Source: an optimization exercise on an open RTL-to-GDS flow (aim: small area). Production flows keep margins and buffers that such runs may drop.
In this exercise RTL edits were held to simulation tests only and were not proved equivalent to the original.
Power is estimated from default activity; no workload was simulated.

==> run B: inputs <==
// flappyBird
module flappyBird
	(
		clk,
		resetn,    
		flap_n,    
		x,
		y,
		colour,
		plot,
		HEX0,
		HEX1
	);
	input			clk;
	input			resetn;
	input			flap_n;
	output	[7:0]	x;
	output	[6:0]	y;
	output	[2:0]	colour;
	output			plot;
	output	[6:0]	HEX1;
	output	[6:0]	HEX0;
	localparam	S_CLRSET   = 4'b0000,
				S_ERASESET = 4'b0001,
				S_INITSET  = 4'b0010,
				S_NVSET    = 4'b0011,
				S_WFRAME   = 4'b0100,
				S_CHECK    = 4'b0101,
				S_CONT     = 4'b0110,
				S_WFLAP    = 4'b0111,
				S_CLR      = 4'b1000,
				S_ERASE    = 4'b1001,
				S_INIT     = 4'b1010,
				S_NV       = 4'b1011;
	localparam	P_FIRST = 2'd0,
				P_BC    = 2'd1,    
				P_UP    = 2'd2,
				P_LO    = 2'd3;
	reg [3:0] st;
	reg [1:0] ph;
	reg [2:0] k;         
	reg [7:0] c;         
	reg [6:0] r;         
	reg [7:0] xP1, xP2, xP3;
	reg nw1, nw2, nw3;
	reg [1:0] m1, m2, m3;
	wire [6:0] yP1 = nw1 ? 7'd40 : {2'b01, m1, 3'b100};
	wire [6:0] yP2 = nw2 ? 7'd60 : {4'd3 + {2'b00, m2}, 3'b010};
	wire [6:0] yP3 = nw3 ? 7'd30 : {4'd5 + {2'b00, m3}, 3'b110};
	reg [6:0] cy7;       
	wire signed [7:0] curY = {&cy7[6:1], cy7};
	reg [6:0] oldY;
	reg signed [4:0] v;   
	reg [7:0] points;
	reg wrapped;         
	reg coll;
	reg fs;              
	reg [12:0] lf;       
	reg [1:0] j;         
	wire plotSt = st[3];
	wire clrSt  = (st == S_CLR);
  ...
==> flow/config.mk <==
export PLATFORM = sky130hd
export DESIGN_NAME = flappyBird
export DESIGN_NICKNAME = flappyBird
export VERILOG_FILES = /design/flow/design.v
export SDC_FILE = /design/flow/constraint.sdc
export NUM_CORES = 4
export LEC_CHECK = 0
export CAP_MARGIN = 20
export CORE_MARGIN = 2
export CORE_UTILIZATION = 55
export PLACE_DENSITY = 0.7
export SLEW_MARGIN = 20
==> flow/constraint.sdc <==
create_clock -name core_clock -period 10.0 [get_ports {clk}]
set_input_delay 2.0000 -clock core_clock [delete_from_list [all_inputs] [get_ports {clk}]]
set_output_delay 2.0000 -clock core_clock [all_outputs]
set_load 0.01 [all_outputs]
standard.sh (not shown) runs the stock make flow with config.mk's settings and CLKGATE_MAP_FILE= SYNTH_SCRIPT=/design/flow/synth_recipe.tcl, a recipe that flattens the netlist after the stock synthesis.
==> flow/flow/run.sh <==
#!/bin/bash
# The standard layout (standard.sh), with two changes: the port buffers
# that global placement inserts are the smallest buffer (buf_1), and the
# clock tree is built from clkbuf_16 without dummy loads. Everything the
# flow prints goes to standard.log in the work folder.
set -euo pipefail
export BUFFER_PORTS_ARGS="-buffer_cell sky130_fd_sc_hd__buf_1"
export CTS_ARGS="-sink_clustering_enable -repair_clock_nets -buf_list sky130_fd_sc_hd__clkbuf_16 -dont_use_dummy_load"
bash standard.sh > standard.log 2>&1
==> run Y (differences from run B) <==
--- a/flow/design.v
+++ b/flow/design.v
@@ -85,11 +85,11 @@
 	wire at5     = (c[2:0] == 3'd5);
 	wire upEnd   = up & at5 & (r == 7'd0);
 	wire loEnd   = lo & at5 & (r == 7'd119);
 	wire bcEnd   = bc & (c[3:0] == 4'd15);
 	wire c160    = (c == 8'd160);
-	wire [7:0] xsel = ({8{k[0]}} & xP1) | ({8{k[1]}} & xP2) | ({8{k[2]}} & xP3);
+	wire [7:0] xsel = ({8{k[0]}} & xP1) | ({8{k[1]}} & xP2) | ({8{k[2]}} & xP3) | ({8{bird}} & 8'd78);
 	wire coinK   = (xsel >= 8'd82);
 	wire nextPipe = bcEnd | (loEnd & ~coinK);
 	wire lastPix  = nextPipe & k[2];
 	wire [2:0] idx = nextPipe ? {k[1], k[0], bird} : k;
 	wire ns = (idx[0] & nw1) | (idx[1] & nw2) | (idx[2] & nw3);
@@ -136,13 +136,12 @@
 				k <= idx;
 		end
 		r <= setup ? (oldcur | st[0] ? yB : 7'd0) : rnext;
 		c <= (setup | cz) ? 8'd0 : cnext;
 	end
-	wire [7:0] xbase = xsel | ({8{bird & ~first & ~clrSt}} & 8'd78) | ({8{clrSt}} & c);
-	wire [2:0] xoff  = clrSt ? 3'd0 : bc ? {1'b0, c[3:2]} : {c[2] & ~c[1], c[1] & ~c[2], c[0]};
-	assign x = xbase + {5'd0, xoff};
+	wire [2:0] xoff  = bc ? {1'b0, c[3:2]} : {c[2] & ~c[1], c[1] & ~c[2], c[0]};
+	assign x = (clrSt | first) ? c : xsel + {5'd0, xoff};
 	assign y = first ? 7'd0 : r;
 	assign colour[0] = 1'b0;
 	assign colour[1] = first ? (st == S_ERASE) : (cur & ~(bc & bird));
 	assign colour[2] = first ? ((st == S_ERASE) & (xP3 >= 8'd82)) : (cur & bc);
 	assign plot = plotSt;
==> flow/flow/run.sh (replaced) <==
#!/bin/bash
# The standard layout (standard.sh), with two changes: the port buffers
# that global placement inserts are the smallest buffer (buf_1), and the
# clock tree is built from clkbuf_8 without dummy loads. Everything the
# flow prints goes to standard.log in the work folder.
set -euo pipefail
export BUFFER_PORTS_ARGS="-buffer_cell sky130_fd_sc_hd__buf_1"
export CTS_ARGS="-sink_clustering_enable -repair_clock_nets -buf_list sky130_fd_sc_hd__clkbuf_8 -dont_use_dummy_load"
bash standard.sh > standard.log 2>&1
==> notes <==
In flip-flop and latch count, run Y and run B do not differ.
Area after synthesis: run B is smaller than run Y (about 0.4%).
Of run Y and run B, run B has the higher setup slack (gap 0.036 ns).
Of run Y and run B, run Y has the higher non-clock buffer count (gap 1).
Clock power: run B is larger than run Y (about 40%).
Sequential power is about the same in run Y and run B.
Clock skew: run Y is higher than run B (0.010 ns).
Via count is about the same in run B and run Y.
Run Y passed the timing, DRC and antenna checks. Run B produced a clean layout.
In run Y the design area is lower than in run B, by about 0.8%.
Count of clock-buffer cells in the layout is the same in run B and run Y.
==> figures <==
metric	run B	run Y
Total global-route track usage	25.5%	25.1%
Buffers excl. clock	39	40
Global routing usage on met2	41.7%	41.2%
Placed Area	7240 um2	7280 um2
Clock slew at reported path FFs	0.06 ns	0.11 ns
Worst slack after detailed placement	5.11 ns	5.08 ns
Max VDD drop	0.115 mV	0.0570 mV
Non-clock buffering overhead	2.21%	2.33%
Clock network power	0.000296 W	0.000212 W
Most frequent standard cell in the layout excluding fill and tap cells	sky130_fd_sc_hd__dfxtp_1	sky130_fd_sc_hd__nand2_1
Worst slew slack as a fraction of its limit	37.0%	41.6%
Worst-path fanout max	21	20
Post-synthesis share of cell area spent on and, or, nand and nor gates	25.6%	23.5%
Internal Power	0.000618 W	0.000536 W
Flop pwr share	53.4%	60.1%
Global routing met1 resource utilization	33.3%	32.7%
Cell with the most instances after synthesis	sky130_fd_sc_hd__dfxtp_1	sky130_fd_sc_hd__nand2_1
Post-synthesis xor/xnor area fraction	7.07%	7.66%
Clock share of power	35.9%	29.1%
Result of the run	complete, no violations	complete, no violations
Post-DR wirelength/cell	15.8 um	16.0 um

-- what the ideal ports hide --
The results above use ideal ports. As a check the final layouts listed here were re-extracted and re-timed, cells and wires unchanged.
Step 1 assumes that a clkbuf_16 drives the clock port and a buf_2 every other input.
Step 2 adds t to the input delays and takes it off the output delays; t is the mean of the earliest and latest rising clock arrival at the registers after step 1. Input paths then give back, and output paths get back, about the clock's delay inside the block.
a / b / c = ideal / step 1 / step 2; a / b = the first two.
| run | t, ns | setup slack, ns | worst setup path at the end | clock arrival spread, ns |
|---|---|---|---|---|
| run B | 0.388 | 4.889 / 4.849 / 4.983 | register to register | 0.021 / 0.020 |
| run Y | 0.412 | 4.853 / 4.813 / 5.029 | register to register | 0.029 / 0.029 |
After both steps every run listed still meets setup and hold.
